Source: an optimization exercise on an open RTL-to-GDS flow (aim: small area). Production flows keep margins and buffers that such runs may drop.
The RTL was checked by simulation tests, not by an equivalence proof against the original design.
No activity file was given, so power comes from the tool's default toggle rates.

==> inputs of job 4759 <==
Design set_time, start of the top module:
module set_time (clk, rst, button_mid, button_r, button_l, button_up, button_down,  mode,
set_string, count, year_d, month_d, week, day_d, hour_d, min_d, sec_d);
export LEC_CHECK = 0
export CAP_MARGIN = 20
export CORE_MARGIN = 2
export CORE_UTILIZATION = 40
export CTS_BUF_LIST = sky130_fd_sc_hd__clkbuf_8
export PLACE_DENSITY = 0.6
export SLEW_MARGIN = 20
create_clock -name core_clock -period 40.0 [get_ports {clk}]
standard.sh (not shown) runs the stock make flow with config.mk's settings and CLKGATE_MAP_FILE= SYNTH_SCRIPT=/design/flow/synth_recipe.tcl, a recipe that flattens the netlist after the stock synthesis.
==> flow/flow/run.sh <==
#!/bin/bash
# Own layout flow:
#  1. the standard synthesis;
#  2. its combinational logic re-mapped for area with ABC (registers, tie cells
#     and adder cells untouched, see resynth.tcl; four random seeds, the
#     smallest result kept);
#  3. full adders whose pins are mostly inverted flipped (faflip.py; a full
#     adder is self-dual), checked equivalent with Yosys, and steps 2-3 once more;
#  4. the standard layout from floorplan to finish, with buf_1 port buffers.
# Each tool's output goes to a log file of its own in this folder.
set -euo pipefail
R=orfs/results/${FLOW_PLATFORM}/set_time/base
YOSYS=${FLOW_HOME}/../tools/install/yosys/bin/yosys
export RS_LIB=${FLOW_HOME}/platforms/${FLOW_PLATFORM}/lib/sky130_fd_sc_hd__tt_025C_1v80.lib
export RS_TOP=${FLOW_TOP}

# resynth IN TAG: prints the smallest of four re-mapped netlists (or IN)
resynth() {
  local in=$1 tag=$2 best=$1 bestarea=1e30 s a
  for s in 1 2 3 4; do
    sed "s/@SEED@/$s/" flow/abc_area.script > abc_${tag}_$s.script
    ( RS_IN=$in RS_OUT=${tag}_$s.v RS_ABC=abc_${tag}_$s.script \
        "$YOSYS" -c flow/resynth.tcl > log_${tag}_$s.txt 2>&1 || true ) &
  done
  wait
  for s in 1 2 3 4; do
    if [[ -s ${tag}_$s.v && -s ${tag}_$s.v.stat ]]; then
      a=$(awk '/Chip area/ {print $NF}' ${tag}_$s.v.stat)
      if awk -v a="$a" -v b="$bestarea" 'BEGIN {exit !(a < b)}'; then best=${tag}_$s.v; bestarea=$a; fi
    fi
  done
  echo "$tag: $best $bestarea" >> log_choices.txt
  echo "$best"
}

# flip IN OUT: OUT is IN with full adders flipped if that is proven equivalent, else IN
flip() {
  if python3 flow/faflip.py "$1" "$2.try" > "log_$2.txt" 2>&1 &&
     RS_GOLD=$1 RS_GATE=$2.try "$YOSYS" -c flow/equiv.tcl > "log_$2_equiv.txt" 2>&1; then
    cp "$2.try" "$2"
  else
    cp "$1" "$2"
  fi
  echo "flip: $2 from $(cmp -s "$1" "$2" && echo unchanged || echo flipped)" >> log_choices.txt
}

bash standard.sh synth > log_1_standard_synth.txt 2>&1
cp "$R/1_2_yosys.v" std_1_2_yosys.v
b1=$(resynth std_1_2_yosys.v rs1)
flip "$b1" flip1.v
b2=$(resynth flip1.v rs2)
flip "$b2" flip2.v
# the netlist laid out: flip2.v if it is proven equivalent to the standard synthesis
if RS_GOLD=std_1_2_yosys.v RS_GATE=flip2.v "$YOSYS" -c flow/equiv.tcl > log_final_equiv.txt 2>&1; then
  cp flip2.v "$R/1_2_yosys.v"
else
  echo "final: standard synthesis (flip2.v not proven equivalent)" >> log_choices.txt
fi
rm -f "$R/1_synth.odb" "$R/1_synth.sdc"
bash standard.sh BUFFER_PORTS_ARGS="-buffer_cell sky130_fd_sc_hd__buf_1" finish > log_3_standard_layout.txt 2>&1
Other scripts of this flow, unchanged in this note and not shown: flow/flow/abc_area.script, flow/flow/equiv.tcl, flow/flow/faflip.py, flow/flow/resynth.tcl
==> job 4866: changes against job 4759 <==
--- a/flow/config.mk
+++ b/flow/config.mk
@@ -9,3 +9,3 @@
 export CORE_MARGIN = 2
-export CORE_UTILIZATION = 40
+export CORE_UTILIZATION = 55
 export CTS_BUF_LIST = sky130_fd_sc_hd__clkbuf_8
==> qor summary <==
metric                                                         job 4759      job 4866
Run status                                     timing/DRC/antenna clean  timing/DRC/antenna clean
DR WL met2                                                      8941 um       9824 um
Portion of the layout cell area used by non-clock buffers        5.378%        5.405%
Die H                                                          144.7 um      124.6 um
Post-detailed-routing wire length                              19840 um      19640 um
Net switching power of the design                              64.94 uW      84.93 uW
Average cell area after synthesis                             8.873 um2     8.846 um2
Final Util                                                       41.72%        56.23%
Syn Std Cell Area                                          0.007924 mm2  0.007996 mm2
GR met2 Demand/Resource                                          30.49%        44.33%
Count of multi-input gates                                          666           672
Leakage Power                                                  3.280 nW      3.348 nW
Clock network area share                                         2.851%        2.710%
Via count of the first global-routing pass                         5953          6354
Register-to-register setup slack                               31.64 ns      31.37 ns
Worst min-delay path startpoint                               timer2[2]       week[3]
Origin of the worst setup path                                   oy1[0]        oy0[1]
Worst flop-to-flop path startpoint                               oy1[0]        omu[1]
Worst setup margin                                             25.05 ns      24.99 ns

* * *

==> inputs of run R <==
set_time again, from the RTL that the note above started with.
==> flow/config.mk <==
export PLATFORM = sky130hd
export DESIGN_NAME = set_time
export DESIGN_NICKNAME = set_time
export VERILOG_FILES = /design/flow/design.v
export SDC_FILE = /design/flow/constraint.sdc
export NUM_CORES = 4
export LEC_CHECK = 0
export CAP_MARGIN = 20
export CORE_MARGIN = 2
export CORE_UTILIZATION = 40
export CTS_BUF_LIST = sky130_fd_sc_hd__clkbuf_8
export PLACE_DENSITY = 0.6
export SLEW_MARGIN = 20
==> flow/constraint.sdc <==
create_clock -name core_clock -period 40.0 [get_ports {clk}]
set_input_delay 8.0000 -clock core_clock [delete_from_list [all_inputs] [get_ports {clk}]]
set_output_delay 8.0000 -clock core_clock [all_outputs]
set_load 0.01 [all_outputs]
==> flow/flow/run.sh <==
#!/bin/bash
# Own layout flow: the standard synthesis, then the combinational logic of
# its netlist re-mapped for area (registers untouched, see resynth.tcl), then
# the standard layout from floorplan to finish, with buf_1 port buffers.
# Each tool's output goes to a log file of its own in the work folder.
set -euo pipefail
R=orfs/results/${FLOW_PLATFORM}/set_time/base
YOSYS=${FLOW_HOME}/../tools/install/yosys/bin/yosys
bash standard.sh synth > log_1_standard_synth.txt 2>&1
cp "$R/1_2_yosys.v" std_1_2_yosys.v
RS_LIB=${FLOW_HOME}/platforms/${FLOW_PLATFORM}/lib/sky130_fd_sc_hd__tt_025C_1v80.lib \
RS_TOP=${FLOW_TOP} RS_IN=std_1_2_yosys.v RS_OUT=resynth_1_2_yosys.v RS_ABC=flow/abc_area.script \
  "$YOSYS" -c flow/resynth.tcl > log_2_resynth.txt 2>&1
cp resynth_1_2_yosys.v "$R/1_2_yosys.v"
rm -f "$R/1_synth.odb" "$R/1_synth.sdc"
bash standard.sh BUFFER_PORTS_ARGS="-buffer_cell sky130_fd_sc_hd__buf_1" finish > log_3_standard_layout.txt 2>&1
==> flow/flow/abc_area.script <==
strash
&get -n; &deepsyn -T 60; &put
&get -n; &dch -f; &nf -p -R 1000 -F 8 -A 8 -C 32; &put
==> flow/flow/resynth.tcl <==
# Re-map the combinational logic of the standard synthesis netlist with a
# stronger ABC script. Flip-flops, tie cells and full/half adder cells are kept
# as they are (black boxes), so every register keeps its name and cell type.
yosys -import
set lib $::env(RS_LIB)
read_liberty -ignore_miss_func $lib
read_verilog $::env(RS_IN)
hierarchy -top $::env(RS_TOP)
blackbox sky130_fd_sc_hd__df* sky130_fd_sc_hd__edf* sky130_fd_sc_hd__sdf* sky130_fd_sc_hd__dl* sky130_fd_sc_hd__conb_1 sky130_fd_sc_hd__fa_* sky130_fd_sc_hd__ha_*
flatten
select $::env(RS_TOP)
opt -purge
abc -script $::env(RS_ABC) -liberty $lib -dont_use *probe* -dont_use *lpflow*
read_liberty -lib -overwrite $lib
setundef -zero
splitnets
opt_clean -purge
hilomap -singleton -hicell sky130_fd_sc_hd__conb_1 HI -locell sky130_fd_sc_hd__conb_1 LO
insbuf -buf sky130_fd_sc_hd__buf_4 A X
check -assert -mapped
tee -o resynth_stat.txt stat -liberty $lib
write_verilog -selected -noattr -nohex -nodec $::env(RS_OUT)
==> run M: changes against run R <==
==> flow/flow/run.sh (replaced) <==
#!/bin/bash
# Own layout flow: the standard synthesis, then the combinational logic of
# its netlist re-mapped for area with ABC (registers, tie cells and adder cells
# untouched, see resynth.tcl; four random seeds, the smallest result is kept),
# then the standard layout from floorplan to finish, with buf_1 cells as
# the port buffers. Each tool's output goes to a log file of its own here.
set -euo pipefail
R=orfs/results/${FLOW_PLATFORM}/set_time/base
YOSYS=${FLOW_HOME}/../tools/install/yosys/bin/yosys
LIB=${FLOW_HOME}/platforms/${FLOW_PLATFORM}/lib/sky130_fd_sc_hd__tt_025C_1v80.lib
bash standard.sh synth > log_1_standard_synth.txt 2>&1
cp "$R/1_2_yosys.v" std_1_2_yosys.v
for s in 1 2 3 4; do
  sed "s/@SEED@/$s/" flow/abc_area.script > abc_seed$s.script
  ( RS_LIB=$LIB RS_TOP=${FLOW_TOP} RS_IN=std_1_2_yosys.v RS_OUT=resynth_seed$s.v RS_ABC=abc_seed$s.script \
      "$YOSYS" -c flow/resynth.tcl > log_2_resynth_seed$s.txt 2>&1 || true ) &
done
wait
best=std_1_2_yosys.v
bestarea=1e30
for s in 1 2 3 4; do
  if [[ -s resynth_seed$s.v && -s resynth_seed$s.v.stat ]]; then
    a=$(awk '/Chip area/ {print $NF}' resynth_seed$s.v.stat)
    if awk -v a="$a" -v b="$bestarea" 'BEGIN {exit !(a < b)}'; then best=resynth_seed$s.v; bestarea=$a; fi
  fi
done
echo "using $best (area $bestarea)" > log_2_resynth_choice.txt
cp "$best" "$R/1_2_yosys.v"
rm -f "$R/1_synth.odb" "$R/1_synth.sdc"
bash standard.sh BUFFER_PORTS_ARGS="-buffer_cell sky130_fd_sc_hd__buf_1" finish > log_3_standard_layout.txt 2>&1
==> flow/flow/abc_area.script (replaced) <==
strash
&get -n; &deepsyn -T 90 -S @SEED@; &put
&get -n; &dch -f; &nf -p -R 1000 -F 8 -A 8 -C 32; &put
--- a/flow/flow/resynth.tcl
+++ b/flow/flow/resynth.tcl
@@ -13,10 +13,10 @@
 abc -script $::env(RS_ABC) -liberty $lib -dont_use *probe* -dont_use *lpflow*
 read_liberty -lib -overwrite $lib
 setundef -zero
 splitnets
 opt_clean -purge
 hilomap -singleton -hicell sky130_fd_sc_hd__conb_1 HI -locell sky130_fd_sc_hd__conb_1 LO
 insbuf -buf sky130_fd_sc_hd__buf_4 A X
 check -assert -mapped
-tee -o resynth_stat.txt stat -liberty $lib
+tee -o $::env(RS_OUT).stat stat -liberty $lib
 write_verilog -selected -noattr -nohex -nodec $::env(RS_OUT)
==> run F: changes against run R <==
--- a/flow/design.v
+++ b/flow/design.v
@@ -85,67 +85,38 @@
     input [14:0] x;
     input [3:0] y;
     reg [15:0] s;
     begin
         s = add15(x, {12'd0, y[3:1]});                        
         tenx = add15({x[11:0], 3'd0}, {s[13:0], y[0]});       
     end
 endfunction
-reg       e_step;              
-reg [4:0] e_pos;               
-reg [3:0] e_nv;                
-reg [1:0] e_m;                 
-reg [2:0] e_d;                 
-reg       e_h;                 
-reg       e_y;                 
+reg [3:0] y3, y2, y1, y0;      
+reg       mt;                  
+reg [3:0] mu;
+reg [1:0] dt;                  
+reg [3:0] du;
+reg [1:0] ht;                  
+reg [3:0] hu;
+reg [2:0] nt;                  
+reg [3:0] nu;
+reg [2:0] st;                  
+reg [3:0] su;
 reg [3:0] oy3, oy2, oy1, oy0;
 reg       omt;
 reg [3:0] omu;
 reg [1:0] odt;
 reg [3:0] odu;
 reg [1:0] oht;
 reg [3:0] ohu;
 reg [2:0] ont;
 reg [3:0] onu;
 reg [2:0] ost;
 reg [3:0] osu;
-function sel;                  
-    input       step;
-    input [4:0] pos, k;
-    sel = step && (pos == k);
-endfunction
-wire [3:0] y3 = sel(e_step, e_pos, 5'd20) ? e_nv : oy3;
-wire [3:0] y2 = sel(e_step, e_pos, 5'd19) ? e_nv : oy2;
-wire [3:0] y1 = sel(e_step, e_pos, 5'd18) ? e_nv : oy1;
-wire [3:0] y0 = e_y ? 4'd1 : sel(e_step, e_pos, 5'd17) ? e_nv : oy0;
-wire       mt = (e_m == 2'd1) ? 1'b1 : (e_m == 2'd2) ? 1'b0 : sel(e_step, e_pos, 5'd15) ? e_nv[0] : omt;
-wire [3:0] mu = (e_m == 2'd1) ? 4'd2 : (e_m == 2'd2) ? 4'd1 : sel(e_step, e_pos, 5'd14) ? e_nv : omu;
-reg  [1:0] dt;
-reg  [3:0] du;
-always @(*) begin
-    case (e_d)
-    3'd1: begin dt = 2'd2; du = 4'd9; end
-    3'd2: begin dt = 2'd2; du = 4'd8; end
-    3'd3: begin dt = 2'd3; du = 4'd1; end
-    3'd4: begin dt = 2'd3; du = 4'd0; end
-    3'd5: begin dt = 2'd0; du = 4'd1; end
-    3'd6: begin dt = 2'd1; du = 4'd5; end
-    default: begin
-        dt = sel(e_step, e_pos, 5'd12) ? e_nv[1:0] : odt;
-        du = sel(e_step, e_pos, 5'd11) ? e_nv : odu;
-    end
-    endcase
-end
-wire [1:0] ht = e_h ? 2'd2 : sel(e_step, e_pos, 5'd7) ? e_nv[1:0] : oht;
-wire [3:0] hu = e_h ? 4'd3 : sel(e_step, e_pos, 5'd6) ? e_nv : ohu;
-wire [2:0] nt = sel(e_step, e_pos, 5'd4) ? e_nv[2:0] : ont;
-wire [3:0] nu = sel(e_step, e_pos, 5'd3) ? e_nv : onu;
-wire [2:0] st = sel(e_step, e_pos, 5'd1) ? e_nv[2:0] : ost;
-wire [3:0] su = sel(e_step, e_pos, 5'd0) ? e_nv : osu;
 reg [2:0] gq;     
 reg [2:0] kq;     
 reg [5:0] kn;     
 reg [3:0] timer;    
 reg [3:0] timer2;   
 assign set_string = {oy3, oy2, oy1, oy0, 4'hb, 3'b000, omt, omu, 4'hb, 2'b00, odt, odu, 4'hb,
                      week, 4'hb, 2'b00, oht, ohu, 4'hb, 1'b0, ont, onu, 4'hb, 1'b0, ost, osu};
 wire [15:0] yb1 = tenx({11'd0, oy3}, oy2);
@@ -264,50 +235,83 @@
     5'd0:  sx = su;
     default: ;
     endcase
 end
 wire sx_le_lo = (sx[3:1] == 3'd0) && (!sx[0] || slo);
 wire [3:0] nx = button_up ? (ge4(sx, shi) ? {3'd0, slo} : inc4(sx))
                           : (sx_le_lo ? shi : dec4(sx));
 wire step = act_ud && (button_up || button_down);
-reg [1:0] n_m;
-reg [2:0] n_d;
+reg [3:0] n_y3, n_y2, n_y1, n_y0, n_mu, n_du, n_hu, n_nu, n_su;
+reg       n_mt;
+reg [1:0] n_dt, n_ht;
+reg [2:0] n_nt, n_st;
 always @(*) begin
-    n_m = 2'd0;
-    if (mt && (mu[3] | mu[2] | (mu[1] & mu[0])))         
-        n_m = 2'd1;
-    if (!mt && mu == 4'd0)
-        n_m = 2'd2;
-    n_d = 3'd0;
+    n_y3 = y3; n_y2 = y2; n_y1 = y1; n_y0 = y0;
+    n_mt = mt; n_mu = mu; n_dt = dt; n_du = du;
+    n_ht = ht; n_hu = hu; n_nt = nt; n_nu = nu; n_st = st; n_su = su;
+    if (step) begin
+        case (count)
+        5'd20: n_y3 = nx;
+        5'd19: n_y2 = nx;
+        5'd18: n_y1 = nx;
+        5'd17: n_y0 = nx;
+        5'd15: n_mt = nx[0];
+        5'd14: n_mu = nx;
+        5'd12: n_dt = nx[1:0];
+        5'd11: n_du = nx;
+        5'd7:  n_ht = nx[1:0];
+        5'd6:  n_hu = nx;
+        5'd4:  n_nt = nx[2:0];
+        5'd3:  n_nu = nx;
+        5'd1:  n_st = nx[2:0];
+        5'd0:  n_su = nx;
+        default: ;
+        endcase
+    end
+    if (mt && (mu[3] | mu[2] | (mu[1] & mu[0]))) begin    
+        n_mt = 1'b1; n_mu = 4'd2;
+    end
+    if (!mt && mu == 4'd0) begin
+        n_mt = 1'b0; n_mu = 4'd1;
+    end
     if (m_feb) begin
         if (leap) begin
-            if (dt == 2'd3)
-                n_d = 3'd1;
+            if (dt == 2'd3) begin
+                n_dt = 2'd2; n_du = 4'd9;
+            end
         end
         else begin
-            if ((dt == 2'd2 && (du[3] & (|du[2:0]))) || dt == 2'd3)
-                n_d = 3'd2;
+            if ((dt == 2'd2 && (du[3] & (|du[2:0]))) || dt == 2'd3) begin
+                n_dt = 2'd2; n_du = 4'd8;
+            end
         end
     end
     else if (m_31) begin
-        if (dt == 2'd3 && (|du[3:1]))
-            n_d = 3'd3;
+        if (dt == 2'd3 && (|du[3:1])) begin
+            n_dt = 2'd3; n_du = 4'd1;
+        end
     end
     else begin
-        if (dt == 2'd3 && (|du))
-            n_d = 3'd4;
+        if (dt == 2'd3 && (|du)) begin
+            n_dt = 2'd3; n_du = 4'd0;
+        end
+    end
+    if (dt == 2'd0 && du == 4'd0) begin
+        n_dt = 2'd0; n_du = 4'd1;
+    end
+    if (ht == 2'd2 && (|hu[3:2])) begin
+        n_ht = 2'd2; n_hu = 4'd3;
+    end
+    if (y3 == 4'd0 && y2 == 4'd0 && y1 == 4'd0 && y0 == 4'd0)
+        n_y0 = 4'd1;
+    if (y_eq1582 && m_oct && d_gap) begin
+        n_dt = 2'd1; n_du = 4'd5;
     end
-    if (dt == 2'd0 && du == 4'd0)
-        n_d = 3'd5;
-    if (y_eq1582 && m_oct && d_gap)
-        n_d = 3'd6;
 end
-wire n_h = (ht == 2'd2) && (|hu[3:2]);
-wire n_y = (y3 == 4'd0) && (y2 == 4'd0) && (y1 == 4'd0) && (y0 == 4'd0);
 wire [4:0] cl_a = count;
 wire [4:0] cl = {
     (cl_a == 5'd15) | (cl_a == 5'd17) | (cl_a == 5'd18) | (cl_a == 5'd19),
     (cl_a == 5'd7) | (cl_a == 5'd9) | (cl_a == 5'd11) | (cl_a == 5'd12) | (cl_a == 5'd14),
     (cl_a == 5'd3) | (cl_a == 5'd4) | (cl_a == 5'd6) | (cl_a == 5'd11) | (cl_a == 5'd12) | (cl_a == 5'd14) | (cl_a == 5'd19),
     (cl_a == 5'd1) | (cl_a == 5'd4) | (cl_a == 5'd6) | (cl_a == 5'd9) | (cl_a == 5'd12) | (cl_a == 5'd14) | (cl_a == 5'd17) | (cl_a == 5'd18),
     (cl_a == 5'd0) | (cl_a == 5'd1) | (cl_a == 5'd6) | (cl_a == 5'd7) | (cl_a == 5'd9) | (cl_a == 5'd14) | (cl_a == 5'd15) | (cl_a == 5'd18)};
 wire [4:0] cr_a = count;
@@ -315,39 +319,39 @@
     (cr_a == 5'd0) | (cr_a == 5'd2) | (cr_a == 5'd5) | (cr_a == 5'd8) | (cr_a == 5'd10) | (cr_a == 5'd13) | (cr_a == 5'd16) | (cr_a == 5'd18) | (cr_a == 5'd19) | (cr_a == 5'd20) | (cr_a == 5'd21) | (cr_a == 5'd22) | (cr_a == 5'd23) | (cr_a == 5'd24) | (cr_a == 5'd25) | (cr_a == 5'd26) | (cr_a == 5'd27) | (cr_a == 5'd28) | (cr_a == 5'd29) | (cr_a == 5'd30) | (cr_a == 5'd31),
     (cr_a == 5'd11) | (cr_a == 5'd12) | (cr_a == 5'd14) | (cr_a == 5'd15) | (cr_a == 5'd17),
     (cr_a == 5'd0) | (cr_a == 5'd6) | (cr_a == 5'd7) | (cr_a == 5'd9) | (cr_a == 5'd14) | (cr_a == 5'd15) | (cr_a == 5'd17),
     (cr_a == 5'd2) | (cr_a == 5'd4) | (cr_a == 5'd5) | (cr_a == 5'd7) | (cr_a == 5'd8) | (cr_a == 5'd9) | (cr_a == 5'd10) | (cr_a == 5'd12) | (cr_a == 5'd13) | (cr_a == 5'd15) | (cr_a == 5'd16) | (cr_a == 5'd17) | (cr_a == 5'd19) | (cr_a == 5'd20) | (cr_a == 5'd21) | (cr_a == 5'd22) | (cr_a == 5'd23) | (cr_a == 5'd24) | (cr_a == 5'd25) | (cr_a == 5'd26) | (cr_a == 5'd27) | (cr_a == 5'd28) | (cr_a == 5'd29) | (cr_a == 5'd30) | (cr_a == 5'd31),
     (cr_a == 5'd2) | (cr_a == 5'd3) | (cr_a == 5'd4) | (cr_a == 5'd5) | (cr_a == 5'd8) | (cr_a == 5'd9) | (cr_a == 5'd10) | (cr_a == 5'd11) | (cr_a == 5'd12) | (cr_a == 5'd13) | (cr_a == 5'd16) | (cr_a == 5'd17) | (cr_a == 5'd18) | (cr_a == 5'd20) | (cr_a == 5'd21) | (cr_a == 5'd22) | (cr_a == 5'd23) | (cr_a == 5'd24) | (cr_a == 5'd25) | (cr_a == 5'd26) | (cr_a == 5'd27) | (cr_a == 5'd28) | (cr_a == 5'd29) | (cr_a == 5'd30) | (cr_a == 5'd31)};
 wire [4:0] n_count = button_l ? cl : button_r ? cr : count;
 always @(posedge clk) begin
     if (rst) begin
-        e_step <= 1'b0; e_m <= 2'd0; e_d <= 3'd0; e_h <= 1'b0; e_y <= 1'b0;
+        y3 <= 4'd2; y2 <= 4'd0; y1 <= 4'd2; y0 <= 4'd3;
+        mt <= 1'b0; mu <= 4'd1; dt <= 2'd0; du <= 4'd1;
+        ht <= 2'd0; hu <= 4'd0; nt <= 3'd0; nu <= 4'd0; st <= 3'd0; su <= 4'd0;
         oy3 <= 4'd2; oy2 <= 4'd0; oy1 <= 4'd2; oy0 <= 4'd3;
         omt <= 1'b0; omu <= 4'd1; odt <= 2'd0; odu <= 4'd1;
         oht <= 2'd0; ohu <= 4'd0; ont <= 3'd0; onu <= 4'd0; ost <= 3'd0; osu <= 4'd0;
         gq <= 3'd6; kq <= 3'd5; kn <= 6'd0;
         week <= 4'd0;
         timer2 <= 4'd0;
     end
     else begin
-        e_step <= step; e_m <= n_m; e_d <= n_d; e_h <= n_h; e_y <= n_y;
+        y3 <= n_y3; y2 <= n_y2; y1 <= n_y1; y0 <= n_y0;
+        mt <= n_mt; mu <= n_mu; dt <= n_dt; du <= n_du;
+        ht <= n_ht; hu <= n_hu; nt <= n_nt; nu <= n_nu; st <= n_st; su <= n_su;
         oy3 <= y3; oy2 <= y2; oy1 <= y1; oy0 <= y0;
         omt <= mt; omu <= mu; odt <= dt; odu <= du;
         oht <= ht; ohu <= hu; ont <= nt; onu <= nu; ost <= st; osu <= su;
         gq <= gq_n; kq <= kq_n; kn <= kn_n;
         week <= (wsel == 4'd0) ? 4'd7 : wsel;
         timer2 <= (start_set && (button_up || button_down)) ? timer2_inc : 4'd0;
     end
 end
 always @(posedge clk) begin
-    e_pos <= count;
-    e_nv <= nx;
-end
-always @(posedge clk) begin
     if (rst) begin
         timer <= 4'd0;
         count <= 5'd20;
     end
     else if (start_set) begin
         timer <= (button_l || button_r) ? timer_inc : 4'd0;
         if (act_lr)
             count <= n_count;
==> notes <==
- Between run F and run R, the lower total power is in run R (gap about 9%, measured against run R).
- The highest die area belongs to run F, the lowest to run M.
- The highest first-iteration DRC count belongs to run F, the lowest to run R.
- The lowest global-route usage belongs to run F, the highest to run R.
- Sequential share of layout area: run F > run M > run R.
- Clock-buffer cell count, lowest first: run R, run M, run F.
- In run F the via count is lower than in run R, by about 1.5%.
- In run R the clock power is smaller than in run M, by about 8%.
- Of run M and run F, run M has the higher wire length (gap 2.4%, measured against run F).
- In run F the sequential power is higher than in run R, by about 23%.
- In critical path depth, run R and run F do not differ.
==> figures <==
                                                                           run F                    run M                    run R
Number of levels the H-tree was split into                                     4                        3                        3
Avg Vias per Cell                                                           4.96                     5.18                     5.25
NetSw                                                                0.0000605 W              0.0000700 W              0.0000744 W
Maximum cell stage delay along the critical path                          550 ps                   540 ps                   540 ps
Worst min-delay path startpoint                                            hu[3]                timer2[3]                timer2[2]
Endpoint of the worst hold path                                           ohu[3]                   e_step                timer2[2]
Per-instance average area after synthesis                              8.67 um^2                8.33 um^2                8.36 um^2
Sum of met3 wire segment lengths after detailed routing                  1.24 mm                  1.25 mm                  1.37 mm
Met2 routed wirelength                                                   9.63 mm                  9.62 mm                  9.96 mm
Power in the clock group                                              0.000107 W              0.0000663 W              0.0000610 W
Final worst path period share                                              0.377                    0.376                    0.374
Run status                                               complete, no violations  complete, no violations  complete, no violations
Highest fanout seen on the critical path                                       6                        8                        7
Pin count of the biggest net entering global routing                          71                       53                       66
Reg-to-reg slack, setup                                                 31000 ps                 31510 ps                 31610 ps
Clk slew on worst S/H paths                                                80 ps                    90 ps                   110 ps
Count of non-filler cells in the finished layout                            1367                     1310                     1310
Overall die area                                                      23300 um^2               22100 um^2               22100 um^2
Y dimension of the die                                                    153 um                   149 um                   149 um
Met1 Track Usage GR                                                        0.238                    0.264                    0.255
Fraction of met2 tracks used by global routing                             0.294                    0.303                    0.318
Number of core rows                                                           54                       52                       52
Switching share of power                                                   0.256                    0.318                    0.342

## re-timing with driven ports
How much do the figures lean on ideal ports? The routed layouts below were timed once more, with nothing changed but the port constraints. Step 1 sets driving cells, clkbuf_16 on the clock port and buf_2 on the other inputs (assumed; they add their load-dependent delay and slew). Step 2 times the ports against the registers' clock, not the clock port: input delays grow and output delays shrink by t, the midpoint of the rising clock arrivals with the driver on. a / b / c = no drivers / after step 1 / after step 2; a / b = the first two.
run	shift t [ns]	slack for setup (ns)	worst setup path at the end	slew at the worst register clock pin (ns)
job 4759	0.424	25.053 / 25.016 / 25.440	register to output	0.10 / 0.10
job 4866	0.418	24.985 / 24.948 / 25.366	register to output	0.10 / 0.10
run R	0.409	25.056 / 25.017 / 25.426	register to output	0.11 / 0.11
run M	0.404	24.963 / 24.926 / 25.330	register to output	0.09 / 0.09
run F	0.487	24.935 / 24.895 / 25.382	register to output	0.08 / 0.08
After both steps every run listed still meets setup and hold.
